This is an optimization exercise on Yosys and OpenROAD, whose aim is small area and a short achievable clock period, not a production implementation. The RTL was checked by simulation tests, not by an equivalence proof against the original design. Power figures rest on the tool's default switching activity, not on a simulated workload.

## design/flow/design.v

```verilog
`timescale 1ns / 1ps
module ohmux #(parameter W = 32, parameter N = 32) (
    input [N-1:0] sel,
    input [N*W-1:0] d,
    output [W-1:0] q
);
    wire [W-1:0] t [0:N];
    assign t[0] = {W{1'b0}};
    genvar i;
    generate
        for (i = 0; i < N; i = i + 1) begin : m
            assign t[i+1] = t[i] | ({W{sel[i]}} & d[i*W +: W]);
        end
    endgenerate
    assign q = t[N];
endmodule
module dec32 (
    input [4:0] a,
    output [31:0] y
);
    genvar i;
    generate
        for (i = 0; i < 32; i = i + 1) begin : d
            assign y[i] = a == i;
        end
    endgenerate
endmodule
`timescale 1ns / 1ps
module ks_add #(parameter N = 32, parameter L = 5) (
    input [N-1:0] a, b,
    input ci,
    output [N-1:0] s,
    output co
);
    wire [N-1:0] G [0:L];
    wire [N-1:0] P [0:L];
    wire [N-1:0] c;
    genvar i, l;
    generate
        for (i = 0; i < N; i = i + 1) begin : lv0
            if (i == 0) begin : b0
                assign G[0][0] = (a[0] & b[0]) | ((a[0] | b[0]) & ci);
            end else begin : bi
                assign G[0][i] = a[i] & b[i];
            end
            assign P[0][i] = a[i] | b[i];
        end
        for (l = 0; l < L; l = l + 1) begin : lv
            for (i = 0; i < N; i = i + 1) begin : bt
                if (i >= (1 << l)) begin : m
                    assign G[l+1][i] = G[l][i] | (P[l][i] & G[l][i-(1<<l)]);
                    assign P[l+1][i] = P[l][i] & P[l][i-(1<<l)];
                end else begin : p
                    assign G[l+1][i] = G[l][i];
                    assign P[l+1][i] = P[l][i];
                end
            end
        end
        for (i = 0; i < N; i = i + 1) begin : sm
            if (i == 0) begin : c0
                assign c[0] = ci;
            end else begin : ci_
                assign c[i] = G[L][i-1];
            end
            assign s[i] = a[i] ^ (b[i] ^ c[i]);
        end
    endgenerate
    assign co = G[L][N-1];
endmodule
`timescale 1ns / 1ps
module cmp_tree #(parameter N = 32) (
    input [N-1:0] a, b,
    output lt, eq
);
    wire gt;
    cmp_node #(N) n(.a(a), .b(b), .lt(lt), .gt(gt));
    assign eq = ~(lt | gt);
endmodule
module cmp_node #(parameter N = 32) (
    input [N-1:0] a, b,
    output lt, gt
);
    generate
        if (N == 1) begin : leaf
            assign lt = ~a[0] & b[0];
            assign gt = a[0] & ~b[0];
        end else begin : node
            localparam H = N / 2;
            wire lt_h, gt_h, lt_l, gt_l;
            cmp_node #(N - H) hi(.a(a[N-1:H]), .b(b[N-1:H]), .lt(lt_h), .gt(gt_h));
            cmp_node #(H) lo(.a(a[H-1:0]), .b(b[H-1:0]), .lt(lt_l), .gt(gt_l));
            assign lt = lt_h | (~gt_h & lt_l);
            assign gt = gt_h | (~lt_h & gt_l);
        end
    endgenerate
endmodule
module br_cmp (
    input [31:0] x, y,
    input ci,
    input [31:0] s,
    input c1,
    input sbit,
    input [31:0] ex,
    input [31:0] za, zb,
    input fam, fbm, cadd, cslt,
    output eq, ltu, lt
);
    wire both = fam & fbm;
    wire one = fam ^ fbm;
    wire nlt, neq;
    cmp_tree #(32) ncmp(.a(za), .b(zb), .lt(nlt), .eq(neq));
    wire nslt = (za[31] ^ zb[31]) ? za[31] : nlt;
    wire [31:0] z = fam ? zb : za;
    wire elt, eeq;
    cmp_tree #(32) ecmp(.a(ex), .b(z), .lt(elt), .eq(eeq));
    wire eslt = (ex[31] ^ z[31]) ? ex[31] : elt;
    wire [31:0] k = (x & y) | ((x | y) & ~z);
    wire [31:0] r = x ^ y ^ z;
    wire eqS = &(~(r ^ {k[30:0], ci}));
    wire [31:0] unused_s;
    wire c32;
    ks_add #(32) csa(.a(~r), .b({k[30:0], ci}), .ci(1'b1), .s(unused_s), .co(c32));
    wire geS = c1 ? (k[31] & c32) : (k[31] | c32);
    wire ltuS = ~geS;
    wire ltS = (s[31] ^ z[31]) ? s[31] : ltuS;
    wire zhi0 = ~(|z[31:1]);
    wire eqB = zhi0 & (z[0] == sbit);
    wire ltuB = ~zhi0 | (z[0] & ~sbit);
    wire ltB = ~z[31] & ltuB;
    wire veq  = cadd ? eqS : cslt ? eqB : eeq;
    wire vltu = cadd ? ltuS : cslt ? ltuB : elt;
    wire vlt  = cadd ? ltS : cslt ? ltB : eslt;
    assign eq  = both | (one ? veq : neq);
    assign ltu = ~both & (one ? (fam ? vltu : (~vltu & ~veq)) : nlt);
    assign lt  = ~both & (one ? (fam ? vlt : (~vlt & ~veq)) : nslt);
endmodule
module tag_eq (
    input [31:0] a, b,
    input ci,
    input [24:0] t,
    output eq
);
    wire [6:0] low_unused;
    wire c7;
    ks_add #(7, 3) lowadd(.a(a[6:0]), .b(b[6:0]), .ci(ci), .s(low_unused), .co(c7));
    wire [24:0] ah = a[31:7];
    wire [24:0] bh = b[31:7];
    wire [24:0] r = ah ^ bh ^ t;
    wire [24:0] k = (ah & bh) | ((ah | bh) & ~t);
    assign eq = &(~(r ^ {k[23:0], c7}));
endmodule
module sum_eq30 (
    input [31:0] a, b,
    input ci,
    input [29:0] t,
    output eq
);
    wire c2 = (a[1] & b[1]) | ((a[1] | b[1]) & ((a[0] & b[0]) | ((a[0] | b[0]) & ci)));
    wire [29:0] ah = a[31:2];
    wire [29:0] bh = b[31:2];
    wire [29:0] r = ah ^ bh ^ t;
    wire [29:0] k = (ah & bh) | ((ah | bh) & ~t);
    assign eq = &(~(r ^ {k[28:0], c2}));
endmodule
`timescale 1ns / 1ps
module top(
    input clk,rst,
    output [31:0]imem_addr,
    input [31:0]imem_rdata,
    output dmem_en,dmem_we,
    output [9:0]dmem_addr,
    output [31:0]dmem_wdata,
    input [31:0]dmem_rdata,
    output [31:0]memwdata,memaddra,
    output memreadM,memwriteM,
    output wb_en,
    output [4:0]wb_rd,
    output [31:0]wb_data
);
    reg [29:0] pcD, npcD;
    reg [31:0] instr;
    reg validD;
    wire [1:0]  st [0:31];
    wire [31:0] bw;
    reg validE, errE, jumpE;
    reg [4:0] pcE;
    reg [4:0] idxE;
    reg [4:0] shE;
    reg bigE;
    reg regwriteE, memreadE, memwriteE;
    reg [4:0] rdE;
    reg [2:0] f3E;
    reg [31:0] immE;
    reg sAM, sAW, sAR, sFM, sFW, sFR, sBM, sBW, sBR, sBI;
    reg [10:0] opE;
    reg [31:0] rd1, rd2;
    wire [32*32-1:0] rfq;
    reg [31:0] rs1OH, rs2OH;
    reg regwriteM, memreadM_r, memwriteM_r;
    reg [4:0] rdM;
    reg [2:0] f3M;
    reg [31:0] aluM, BM;
    reg [31:0] lineM;
    reg rmissR;
    reg dmem_enR, dmem_weR, wb_enR;
    reg [9:0] dmem_addrR;
    reg regwriteW;
    reg [4:0] rdW;
    reg [31:0] wdW;
    wire [32*32-1:0] dcq;
    wire [32*25-1:0] tgq;
    reg [31:0] idxOH;
    reg [31:0] valid, dirty;
    reg hagain;
    localparam OADD=0, OSUB=1, OAND=2, OOR=3, OXOR=4, OSLL=5, OSRL=6, OSRA=7, OSLTU=8, OSLT=9, OPB=10;
    wire rmiss = rmissR;
    wire mh = rmiss | hagain;
    wire [4:0] idxM = aluM[6:2];
    assign dmem_en = dmem_enR;
    assign dmem_we = dmem_weR;
    assign dmem_addr = dmem_addrR;
    assign dmem_wdata = lineM;
    assign memaddra = aluM;
    assign memwdata = BM;
    assign memreadM = memreadM_r;
    assign memwriteM = memwriteM_r;
    reg [31:0] ldext;
    always @(*) begin
        case (f3M)
            3'b000: ldext = {{24{lineM[7]}}, lineM[7:0]};
            3'b001: ldext = {{16{lineM[15]}}, lineM[15:0]};
            3'b010: ldext = lineM;
            3'b100: ldext = {24'b0, lineM[7:0]};
            3'b101: ldext = {16'b0, lineM[15:0]};
            default: ldext = 32'b0;
        endcase
    end
    wire [31:0] resM = memreadM_r ? ldext : aluM;
    wire dc_we = hagain | memwriteM_r;
    wire [31:0] dc_wd = hagain ? dmem_rdata : BM;
    wire tg_we = rmiss | memwriteM_r;
    genvar gc;
    generate
        for (gc = 0; gc < 32; gc = gc + 1) begin : cl
            reg [31:0] d;
            reg [24:0] t;
            always @(posedge clk) begin
                if (dc_we && idxM == gc) d <= dc_wd;
                if (tg_we && idxM == gc) t <= aluM[31:7];
            end
            assign dcq[gc*32 +: 32] = d;
            assign tgq[gc*25 +: 25] = t;
        end
    endgenerate
    always @(posedge clk or posedge rst) begin
        if (rst) begin
            valid <= 32'b0;
            dirty <= 32'b0;
            hagain <= 1'b0;
        end else begin
            if (tg_we) valid[idxM] <= 1'b1;
            if (hagain) dirty[idxM] <= 1'b0;
            else if (memwriteM_r) dirty[idxM] <= 1'b1;
            hagain <= rmiss;
        end
    end
    always @(posedge clk or posedge rst) begin
        if (rst) regwriteW <= 1'b0;
        else if (~mh) regwriteW <= regwriteM;
    end
    always @(posedge clk) begin
        if (~mh) begin
            rdW <= rdM;
            wdW <= resM;
        end
    end
    assign wb_en = wb_enR;
    assign wb_rd = rdW;
    assign wb_data = wdW;
    wire [31:0] A  = ({32{sAM}} & aluM) | ({32{sAW}} & wdW) | ({32{sAR}} & rd1);
    wire [31:0] Bf = ({32{sFM}} & aluM) | ({32{sFW}} & wdW) | ({32{sFR}} & rd2);
    wire [31:0] Bo = ({32{sBM}} & aluM) | ({32{sBW}} & wdW) | ({32{sBR}} & rd2) | ({32{sBI}} & immE);
    wire sub = opE[OSUB] | opE[OSLT] | opE[OSLTU];
    wire [31:0] Bx = Bo ^ {32{sub}};
    wire [32:0] sum;
    ks_add #(32) alu_add(.a(A), .b(Bx), .ci(sub), .s(sum[31:0]), .co(sum[32]));
    wire ltu = ~sum[32];
    wire lts = (A[31] ^ Bo[31]) ? A[31] : sum[31];
    wire big = bigE;
    wire [4:0] sh = shE;
    wire [31:0] sll_r = A << sh;
    wire [31:0] srl_r = A >> sh;
    wire [31:0] sra_r = $signed(A) >>> sh;
    wire addE = opE[OADD] | opE[OSUB];
    wire [31:0] ansNA =
          ({32{opE[OAND]}} & (A & Bo))
        | ({32{opE[OOR]}}  & (A | Bo))
        | ({32{opE[OXOR]}} & (A ^ Bo))
        | ({32{opE[OSLL] & ~big}} & sll_r)
        | ({32{opE[OSRL] & ~big}} & srl_r)
        | ({32{opE[OSRA]}} & (big ? {32{A[31]}} : sra_r))
        | ({32{opE[OPB]}} & Bo);
    wire sltE = opE[OSLTU] | opE[OSLT];
    wire sbit = (opE[OSLTU] & ltu) | (opE[OSLT] & lts);
    wire [31:0] ansE = ({32{addE}} & sum[31:0]) | {31'b0, sbit} | ansNA;
    wire regwriteW_n = mh ? regwriteW : regwriteM;
    wire [4:0] idxS = idxE;
    wire sameS = (idxS == idxM) & memwriteM_r;
    wire [24:0] tgS;
    wire [31:0] dcS;
    ohmux #(25, 32) tgrd(.sel(idxOH), .d(tgq), .q(tgS));
    ohmux #(32, 32) dcrd(.sel(idxOH), .d(dcq), .q(dcS));
    wire [31:0] lineS = sameS ? BM : dcS;
    wire teqS;
    tag_eq teq(.a(A), .b(Bx), .ci(sub), .t(sameS ? aluM[31:7] : tgS), .eq(teqS));
    wire validS = sameS | (|(valid & idxOH));
    wire dirtyS = sameS | (|(dirty & idxOH));
    wire [2:0] ltagS = sameS ? aluM[9:7] : tgS[2:0];
    wire dirtyH = dirty[idxM];
    reg [2:0] ltagH;
    integer ih;
    always @(*) begin
        ltagH = 3'b0;
        for (ih = 0; ih < 32; ih = ih + 1)
            if (idxM == ih) ltagH = tgq[ih*25 +: 3];
    end
    wire rmiss_n = ~mh & memreadE & ~(validS & teqS);
    wire wmwb_n = ~mh & memwriteE & validS & ~teqS & dirtyS;
    always @(posedge clk) begin
        lineM <= mh ? (hagain ? dmem_rdata : lineM) : lineS;
        dmem_addrR <= mh ? {ltagH, idxM, 2'b00} : (memreadE ? sum[9:0] : {ltagS, idxS, 2'b00});
    end
    always @(posedge clk or posedge rst) begin
        if (rst) begin
            rmissR <= 1'b0;
            dmem_enR <= 1'b0;
            dmem_weR <= 1'b0;
            wb_enR <= 1'b0;
        end else begin
            rmissR <= rmiss_n;
            dmem_enR <= rmiss ? dirtyH : (rmiss_n | wmwb_n);
            dmem_weR <= rmiss ? dirtyH : wmwb_n;
            wb_enR <= regwriteW_n & ~(rmiss_n | rmiss);
        end
    end
    always @(posedge clk or posedge rst) begin
        if (rst) begin
            regwriteM <= 1'b0;
            memreadM_r <= 1'b0;
            memwriteM_r <= 1'b0;
        end else if (~mh) begin
            regwriteM <= regwriteE;
            memreadM_r <= memreadE;
            memwriteM_r <= memwriteE;
        end
    end
    always @(posedge clk) begin
        if (~mh) begin
            rdM <= rdE;
            f3M <= f3E;
            aluM <= ansE;
            BM <= Bf;
        end
    end
    wire [4:0] op5 = instr[6:2];
    wire [2:0] f3 = instr[14:12];
    wire [4:0] rs1D = instr[19:15];
    wire [4:0] rs2D = instr[24:20];
    wire [4:0] rdD = instr[11:7];
    wire isR = op5 == 5'b01100;
    wire isI = op5 == 5'b00100;
    wire isLd = op5 == 5'b00000;
    wire isSt = op5 == 5'b01000;
    wire isB = op5 == 5'b11000;
    wire isJal = op5 == 5'b11011;
    wire isJalr = op5 == 5'b11001;
    wire isLui = op5 == 5'b01101;
    wire isAuipc = op5 == 5'b00101;
    wire regwriteD = isR | isI | isLd | isJal | isJalr | isLui | isAuipc;
    wire branchD = isB | isJal | isJalr;
    wire [31:0] immI = {{20{instr[31]}}, instr[31:20]};
    wire [31:0] immS = {{20{instr[31]}}, instr[31:25], instr[11:7]};
    wire [31:0] offB = {{19{instr[31]}}, instr[31], instr[7], instr[30:25], instr[11:8], 1'b0};
    wire [31:0] offJ = {{11{instr[31]}}, instr[31], instr[19:12], instr[20], instr[30:21], 1'b0};
    wire [31:0] immU = {instr[31:12], 12'b0};
    wire L1 = isR | isI | isLd | isSt | isB | isJalr;
    wire L2 = isR | isSt | isB;
    wire hz = memreadE & (rdE != 5'b0) & (((rs1D == rdE) & L1) | ((rs2D == rdE) & L2));
    wire [31:0] rfr1, rfr2;
    ohmux #(32, 32) rfrd1(.sel(rs1OH), .d(rfq), .q(rfr1));
    ohmux #(32, 32) rfrd2(.sel(rs2OH), .d(rfq), .q(rfr2));
    reg byp1, byp2;
    wire [31:0] rf1 = byp1 ? wdW : rfr1;
    wire [31:0] rf2 = byp2 ? wdW : rfr2;
    wire fAMn = regwriteE & (rdE != 5'b0) & (rdE == rs1D);
    wire fAWn = regwriteM & (rdM != 5'b0) & (rdM == rs1D);
    wire fBMn = regwriteE & (rdE != 5'b0) & (rdE == rs2D);
    wire fBWn = regwriteM & (rdM != 5'b0) & (rdM == rs2D);
    wire [31:0] nBfull = ({32{fBMn}} & ansE) | ({32{~fBMn & fBWn}} & resM) | ({32{~fBMn & ~fBWn}} & rf2);
    wire [31:0] zA = fAWn ? resM : rf1;
    wire [31:0] zB = fBWn ? resM : rf2;
    wire ceq, cltu, clt;
    br_cmp bcmp(.x(A), .y(Bx), .ci(sub), .s(sum[31:0]), .c1(sum[32]), .sbit(sbit), .ex(ansNA), .za(zA), .zb(zB),
                .fam(fAMn), .fbm(fBMn), .cadd(addE), .cslt(sltE), .eq(ceq), .ltu(cltu), .lt(clt));
    wire [6:0] nAlo = ({7{fAMn}} & (addE ? sum[6:0] : ansNA[6:0])) | ({7{~fAMn & fAWn}} & resM[6:0]) | ({7{~fAMn & ~fAWn}} & rf1[6:0]);
    wire [6:0] aoff = isSt ? immS[6:0] : immI[6:0];
    wire [6:0] idxsum, idxsum1;
    wire idx_co_unused, idx1_co_unused;
    ks_add #(7, 3) idxadd(.a(nAlo), .b(aoff), .ci(1'b0), .s(idxsum), .co(idx_co_unused));
    ks_add #(7, 3) idxadd1(.a(7'd1), .b(aoff), .ci(1'b0), .s(idxsum1), .co(idx1_co_unused));
    wire [4:0] idxD = (fAMn & sltE) ? (sbit ? idxsum1[6:2] : aoff[6:2]) : idxsum[6:2];
    wire [31:0] idxDOH;
    dec32 idxdec(.a(idxD), .y(idxDOH));
    reg cmpD;
    always @(*) begin
        case (f3)
            3'b000: cmpD = ceq;
            3'b001: cmpD = ~ceq;
            3'b100: cmpD = clt;
            3'b101: cmpD = ~clt;
            3'b110: cmpD = cltu;
            3'b111: cmpD = ~cltu;
            default: cmpD = 1'b0;
        endcase
    end
    wire [31:0] toffP = isAuipc ? immU : (isB ? offB : offJ);
    wire [31:0] psum, jsum;
    wire psum_co_unused, jsum_co_unused;
    ks_add #(32) pc_add(.a({pcD, 2'b00}), .b(toffP), .ci(1'b0), .s(psum), .co(psum_co_unused));
    ks_add #(32) jr_add(.a(rf1), .b(offJ), .ci(1'b0), .s(jsum), .co(jsum_co_unused));
    wire [31:0] tsum = isJalr ? jsum : psum;
    wire [30:0] pc1;
    ks_add #(30) pc_inc(.a(pcD), .b(30'b0), .ci(1'b1), .s(pc1[29:0]), .co(pc1[30]));
    wire eqP, eqJ;
    sum_eq30 peq(.a({pcD, 2'b00}), .b(toffP), .ci(1'b0), .t(npcD), .eq(eqP));
    sum_eq30 jeq(.a(rf1), .b(offJ), .ci(1'b0), .t(npcD), .eq(eqJ));
    wire eq_t = isJalr ? eqJ : eqP;
    wire eq_n = pc1[29:0] == npcD;
    wire takenD = isJal | isJalr | (isB & cmpD);
    reg [10:0] opD;
    always @(*) begin
        opD = 11'b0;
        if (isR) begin
            case ({instr[30], f3})
                4'b0000: opD[OADD] = 1'b1;
                4'b1000: opD[OSUB] = 1'b1;
                4'b0111: opD[OAND] = 1'b1;
                4'b0110: opD[OOR] = 1'b1;
                4'b0100: opD[OXOR] = 1'b1;
                4'b0001: opD[OSLL] = 1'b1;
                4'b0101: opD[OSRL] = 1'b1;
                4'b1101: opD[OSRA] = 1'b1;
                4'b0011: opD[OSLTU] = 1'b1;
                4'b0010: opD[OSLT] = 1'b1;
                default: opD = 11'b0;
            endcase
        end else if (isI) begin
            case (f3)
                3'b000: opD[OADD] = 1'b1;
                3'b111: opD[OAND] = 1'b1;
                3'b110: opD[OOR] = 1'b1;
                3'b100: opD[OXOR] = 1'b1;
                3'b001: opD[OSLL] = 1'b1;
                3'b101: if (instr[30]) opD[OSRA] = 1'b1; else opD[OSRL] = 1'b1;
                3'b011: opD[OSLTU] = 1'b1;
                default: opD[OSLT] = 1'b1;
            endcase
        end else if (isJal | isJalr | isLui | isAuipc) opD[OPB] = 1'b1;
        else opD[OADD] = 1'b1;
    end
    wire alusrcD = isI | isLd | isSt | isJal | isJalr | isLui | isAuipc;
    wire [31:0] immD = isI ? (((f3 == 3'b001) | (f3 == 3'b101)) ? {27'b0, instr[24:20]} : immI) :
                       isSt ? immS :
                       isLui ? immU :
                       isAuipc ? psum :
                       (isJal | isJalr) ? {pc1[29:0], 2'b00} : immI;
    wire [4:0] shD = alusrcD ? immD[4:0] : nBfull[4:0];
    wire bigD = ~alusrcD & (|nBfull[31:5]);
    wire bubble = errE | hz;
    wire errT = validD & ~eq_t & ~bubble;
    wire errN = validD & (branchD ? ~eq_n : (~eq_n | pc1[30])) & ~bubble;
    wire [29:0] fX = (errE | ~hz) ? predN : npcD;
    wire [29:0] fT = errT ? tsum[31:2] : fX;
    wire [29:0] fN = errN ? pc1[29:0] : fX;
    always @(posedge clk or posedge rst) begin
        if (rst) begin
            validE <= 1'b0;
            errE <= 1'b0;
            jumpE <= 1'b0;
            regwriteE <= 1'b0;
            memreadE <= 1'b0;
            memwriteE <= 1'b0;
        end else if (~mh) begin
            validE <= validD & ~bubble;
            errE <= takenD ? errT : errN;
            jumpE <= takenD & ~bubble;
            regwriteE <= regwriteD & ~bubble;
            memreadE <= isLd & ~bubble;
            memwriteE <= isSt & ~bubble;
        end
    end
    always @(posedge clk) begin
        if (~mh) begin
            pcE <= pcD[4:0];
            idxE <= idxD;
            shE <= shD;
            bigE <= bigD;
            idxOH <= idxDOH;
            rdE <= rdD;
            f3E <= f3;
            immE <= immD;
            opE <= opD;
            sAM <= fAMn;
            sAW <= ~fAMn & fAWn;
            sAR <= ~fAMn & ~fAWn;
            sFM <= fBMn;
            sFW <= ~fBMn & fBWn;
            sFR <= ~fBMn & ~fBWn;
            sBM <= ~alusrcD & fBMn;
            sBW <= ~alusrcD & ~fBMn & fBWn;
            sBR <= ~alusrcD & ~fBMn & ~fBWn;
            sBI <= alusrcD;
            rd1 <= rf1;
            rd2 <= rf2;
        end
    end
    reg [29:0] fpcR;
    wire [29:0] fpc = fpcR;
    assign imem_addr = {2'b00, fpc};
    wire [4:0] fi = fpc[4:0];
    wire [5:0] fi1 = {1'b0, fi} + 6'd1;
    wire [30*32-1:0] bq;
    wire [29:0] predB;
    wire [31:0] fiOH;
    dec32 fidec(.a(fi), .y(fiOH));
    ohmux #(30, 32) bdrd(.sel(fiOH), .d(bq), .q(predB));
    wire predW = |(bw & fiOH);
    wire [29:0] predN = predW ? predB : {24'b0, fi1};
    always @(posedge clk or posedge rst) begin
        if (rst) begin
            pcD <= 30'b0;
            npcD <= 30'b0;
            instr <= 32'h00000013;
            rs1OH <= 32'h1;
            rs2OH <= 32'h1;
            validD <= 1'b0;
        end else if (~mh & (errE | ~hz)) begin
            pcD <= fpc;
            npcD <= predN;
            instr <= imem_rdata;
            rs1OH <= nrs1OH;
            rs2OH <= nrs2OH;
            validD <= 1'b1;
        end
    end
    always @(posedge clk or posedge rst) begin
        if (rst) begin
            fpcR <= 30'b0;
        end else if (~mh) begin
            fpcR <= takenD ? fT : fN;
        end
    end
    wire fetchEn = ~mh & (errE | ~hz);
    wire [4:0] rdW_n = mh ? rdW : rdM;
    wire [4:0] rs1_n = fetchEn ? imem_rdata[19:15] : rs1D;
    wire [4:0] rs2_n = fetchEn ? imem_rdata[24:20] : rs2D;
    always @(posedge clk or posedge rst) begin
        if (rst) begin
            byp1 <= 1'b0;
            byp2 <= 1'b0;
        end else begin
            byp1 <= regwriteW_n & (rdW_n != 5'b0) & (rs1_n == rdW_n);
            byp2 <= regwriteW_n & (rdW_n != 5'b0) & (rs2_n == rdW_n);
        end
    end
    wire [31:0] nrs1OH, nrs2OH;
    dec32 rs1dec(.a(imem_rdata[19:15]), .y(nrs1OH));
    dec32 rs2dec(.a(imem_rdata[24:20]), .y(nrs2OH));
    assign rfq[31:0] = 32'b0;
    genvar gr;
    generate
        for (gr = 1; gr < 32; gr = gr + 1) begin : rfe
            reg [31:0] q;
            always @(posedge clk) begin
                if (~mh && regwriteW && rdW == gr) q <= wdW;
            end
            assign rfq[gr*32 +: 32] = q;
        end
    endgenerate
    wire [1:0] stl = st[pcE];
    reg st_we, buf_we;
    reg [1:0] st_d;
    always @(*) begin
        st_we = 1'b0;
        buf_we = 1'b0;
        st_d = stl;
        if (~mh) begin
            if (errE) begin
                st_we = 1'b1;
                if (jumpE) begin
                    if (stl == 2'b01) begin st_d = 2'b10; buf_we = 1'b1; end
                    else st_d = 2'b01;
                end else begin
                    if (stl == 2'b10) begin st_d = 2'b01; buf_we = 1'b1; end
                    else st_d = 2'b10;
                end
            end else if (validE) begin
                if (jumpE) begin
                    if (stl == 2'b10) begin st_d = 2'b11; st_we = 1'b1; end
                end else begin
                    if (stl == 2'b01) begin st_d = 2'b00; st_we = 1'b1; end
                end
            end
        end
    end
    genvar g;
    generate
        for (g = 0; g < 32; g = g + 1) begin : pe
            reg [1:0] s;
            reg w;
            reg [29:0] b;
            always @(posedge clk or posedge rst) begin
                if (rst) begin
                    s <= 2'b00;
                    w <= 1'b0;
                end else begin
                    if (st_we && pcE == g) s <= st_d;
                    if (buf_we && pcE == g) w <= 1'b1;
                end
            end
            always @(posedge clk) begin
                if (buf_we && pcE == g) b <= fpcR;
            end
            assign st[g] = s;
            assign bw[g] = w;
            assign bq[g*30 +: 30] = b;
        end
    endgenerate
endmodule
```

## design/flow/flow/run.sh

```bash
#!/bin/bash
# Standard ORFS layout, with repair_timing asked for more setup slack than the
# clock period needs so that the resizer works on the real critical paths.
set -euo pipefail
bash standard.sh SETUP_SLACK_MARGIN=13 finish > run_standard.log 2>&1
```

## design/flow/standard.sh

```bash
#!/bin/bash
# synth_recipe.tcl (not shown) runs the flow's synth.tcl, then flattens the netlist and writes it again
# the make line also repeats each setting of config.mk as NAME=value (left out here)
make -C /OpenROAD-flow-scripts/flow DESIGN_CONFIG=/design/flow/config.mk WORK_HOME=/design/flow/orfs CLKGATE_MAP_FILE= SYNTH_SCRIPT=/design/flow/synth_recipe.tcl "${@:-finish}"
```

## design/flow/config.mk

```make
export PLATFORM = sky130hd
export DESIGN_NAME = top
export DESIGN_NICKNAME = top
export VERILOG_FILES = /design/flow/design.v
export SDC_FILE = /design/flow/constraint.sdc
export NUM_CORES = 4
export LEC_CHECK = 0
export CAP_MARGIN = 20
export CELL_PAD_IN_SITES_DETAIL_PLACEMENT = 1
export CORE_MARGIN = 2
export CORE_UTILIZATION = 40
export SLEW_MARGIN = 20
```

## design/flow/constraint.sdc

```tcl
create_clock -name core_clock -period 20.0 [get_ports {clk}]
set_input_delay 4.0000 -clock core_clock [delete_from_list [all_inputs] [get_ports {clk}]]
set_output_delay 4.0000 -clock core_clock [all_outputs]
set_load 0.01 [all_outputs]
```

==> notes.md <==
## metal layers
| metal | GRT usage (%) | share of wire, % |
|---|---|---|
| met1 | 45.71 | 34 |
| met2 | 52.25 | 41 |
| met3 | 13.98 | 16 |
| met4 | 25.44 | 9.1 |
| met5 | 1.009 | 0.12 |
## worst paths after layout
kind | cells after the start | slack (ns) | end | startpoint
max in group asynchronous | 4 | 14.10 | memwriteE$_DFFE_PP0P_ | rst
worst min register to register | 1 | 0.47 | valid[31]$_DFFE_PP0N_ | valid[31]$_DFFE_PP0N_
worst max-delay path | 22 | 12.65 | fpcR[25]$_DFFE_PP0P_ | wdW[8]$_DFFE_PP_
worst min-delay path | 1 | 0.47 | valid[31]$_DFFE_PP0N_ | valid[31]$_DFFE_PP0N_
min in group asynchronous | 2 | 3.46 | rs1OH[26]$_DFFE_PP0P_ | rst
worst max register to register | 22 | 12.65 | fpcR[25]$_DFFE_PP0P_ | wdW[8]$_DFFE_PP_
## layout make-up
cell class | count | area [µm²] | area share [%]
Sequential cell | 4460 | 132100 | 57.36
Multi-Input combinational cell | 8319 | 62740 | 27.23
Clock buffer | 535 | 11640 | 5.053
Timing Repair Buffer | 1072 | 10530 | 4.570
Tap cell | 6475 | 8102 | 3.516
Clock inverter | 307 | 3219 | 1.397
Inverter | 488 | 1932 | 0.8385
Antenna cell | 30 | 75.07 | 0.03258
Timing Repair inverter | 1 | 5.005 | 0.002172
## stage by stage
stage / total power, mW / setup WS, ns
after detailed placement: 24.66 / 10.88
after CTS: 33.43 / 12.92
after floorplan: 18.58 / 11.17
after global routing: 34.92 / 12.77
final: 34.45 / 12.65
after global placement: 24.41 / 10.90
## placed cells by master (no fill, tap or decap), drive strengths merged, types with 56 or more instances in the layout
cell type and n:
nand4 373, dfrtp 359, ha 324, o31ai 92, a211oi 75, nand3 300
nor3 154, o211ai 66, xor2 62, mux2 171, a222oi 127, fa 117
or2 72, nand2 796, mux2i 138, a21oi 474, o32a 56, o21ai 440
a22oi 1543, clkinv 225, edfxtp 4085, clkdlybuf4s50 241, inv 479, nor4 144
a22o 488, buf 812, xnor2 327, nor2 697, a221oi 512, clkbuf 544
## flip-flops by register name, summed over array words and instances, names as in the netlist, 32 cells and up, named ones only
signal and count:
pe.w 32, valid 32, pe.s 64, wdW 32
idxOH 32, rd2 32, BM 32, rd1 32
immE 32, lineM 32, pe.b 960, cl.t 800
cl.d 1024, aluM 32, rfe.q 992
## kinds of logic after synthesis
kind of cell | after synthesis | synth area share, %
DFF | 4460 | 66.95
AOI/OAI and AO/OA | 4300 | 16.25
and+or+nand+nor | 2809 | 6.838
buffers and inverters | 1393 | 2.709
adders and majority gates | 471 | 3.400
xor gates and xnor gates | 389 | 1.732
muxes | 347 | 2.112
other | 1 | 0.001902
## timing repair
| item | CTS | global route |
|---|---|---|
| pin swaps | 29 | 47 |
| setup endpoints to repair | 74 | 70 |
| resized for setup | 426 | 194 |
| buffers inserted | 148 | 54 |
| cloned | 15 | 11 |
## power groups by stage
stage / clock (mW) / sequential (mW) / combinational (mW)
global placement: 0 / 12.7 / 11.7
floorplan: 0 / 12.8 / 5.79
finish: 8.66 / 12.6 / 13.2
detailed placement: 0 / 12.7 / 11.9
CTS: 8.64 / 12.5 / 12.3
global route: 8.95 / 12.6 / 13.4
## critical path: cells and delay by family, from the launching register on
kind,cells,cell delay (ns)
AO/OA/AOI/OAI,9,3.13
AND/OR/NAND/NOR,5,1.37
buffers and inverters,4,1.03
adder cells (fa/ha/maj),2,0.77
flip-flops,1,0.53
multiplexers,1,0.33
XOR/XNOR,1,0.13
==> notes.md <==
row cnt = 257
CP Cell Sequence = buf_4, a22oi_1, a22oi_1, nand3_1, nand3_1, a211oi_1, o21a_1, maj3_1, maj3_1, o21ai_0, nor4b_1, nand3b_1, o311ai_1, xnor2_1, a41oi_1, o211ai_1, nor3_4, buf_8, buf_12, buf_16, mux2_2, o21ai_1
GRT Overall Usage = 36.62%
P_leak = 77.42 nW
total congestion overflow = 0
CTS Buffer Depth = 4
P_sw = 14.00 mW
Cell Count, Final, Fillers Out = 21690
Detail Route Antenna Nets = 0
initial detailed-routing violation count = 31240
initial antenna violation count = 65
placed cell area = 0.2103 mm²
Post-CTS Hold Fix Bufs = 0
routed vias = 157800
Unique masters post-synth = 104
routability cong. = 1.068
post-DP HPWL = 553400 µm
CP Capture Type = register
Post-Syn Area = 0.1971 mm²
Mapped Cells = 14170
sequential area share after synthesis = 66.95%
Syn. warnings = 7
IO Count = 246
worst-skew pair later-pin latency = 1.10 ns
slowest cell delay on critical path = 1.04 ns
final net count = 15300
Crit Path Category = reg2reg
Syn Area/Cell = 13.91 µm²
Worst Hold Class = reg2reg
Max Clk Rate = 136.1 MHz
top cells by area, synth = edfxtp_1 62%, a22oi_1 5.9%, dfrtp_1 4.6%, a221oi_1 2.3%, a22o_1 2.2%
fill count = 48640
min Tclk post-route = 7.348 ns
number of H-tree levels = 5
WP data required = 20.97 ns
final core utilization = 46.98%
Worst-Margin Slew = 1.310 ns
max-slew violation count = 0
I/O Buffers = 241
vias in the first global route = 151900
top-area cell type share of the netlist area = 62.23%
Synth area leader = edfxtp_1
outcome = finished clean
fin area = 0.2304 mm²
Area growth syn-to-layout = 16.88%
final setup TNS = 0 ns
DRT Wirelength = 953000 µm
Post-synth EDFFs = 4085
RSZ-0062 raised after global routing = true
die width = 706.0 µm
drt drc = 0
TritonCTS clock tree = done
Reg clk slew, reported paths = 0.06 ns
Logic pwr share = 38.3%
Critical Path AT = 8.32 ns
Die H = 706.0 µm
sequential power share = 36.6%
dpl cells = 20590
Hold WS = 0.4664 ns
Vias/cell = 7.278
Yosys reg bits = 4460
crit start category = register
Post-synth top flop = edfxtp_1
CTS root buffer = clkbuf_16
most frequent cell after synthesis = edfxtp_1
initial core utilization = 40.20%
sw frac = 40.63%
Worst Path Max Fanout = 37
most common library cells after synthesis = 4085 x edfxtp_1, 1542 x a22oi_1, 794 x nand2_1
clock skew = 0.1099 ns
Async S/R FF share, synth = 8.072%
die area = 0.4984 mm²
Slew headroom = 12.64%
VDD IR max = 0.1095 mV
Internal Power = 20.45 mW
PwrDens = 149.5 mW/mm²
core footprint = 0.4904 mm²
largest net degree at the start of global routing = 151
share of cells above drive strength 1 = 15.39%
drt first pass iters = 14
Final setup viols = 0
final hold viol count = 0
first-pass GRT wire length = 1273000 µm
max-cap violations = 0
critical path's slowest cell = a22oi_1
period utilisation layout = 36.74%
TritonCTS Buffers = 451
CTS sink cnt = 4460
Wirelength per Cell = 43.94 µm
clock network fraction of total power = 25.1%

[separate check: timing with driven ports]
In the flow no input, the clock included, has a driving cell. The finished layout below was timed again as built, in two steps.
Step 1 sets driving cells, clkbuf_16 on the clock port and buf_2 on the other inputs (assumed; they add their load-dependent delay and slew).
Step 2 also shifts input and output timing later by t, the mid clock arrival at the registers, as if the neighbouring blocks saw the same clock.
a / b / c = no drivers / after step 1 / after step 2; a / b = the first two.
t (ns): 1.180
setup slack, ns: 12.652 / 12.652 / 12.652
pins driven straight from the clock port: 1
After both steps setup and hold are still met in this run. The setup slack of this run moves by 0.000 ns with the drivers and by 0.000 ns with both steps.
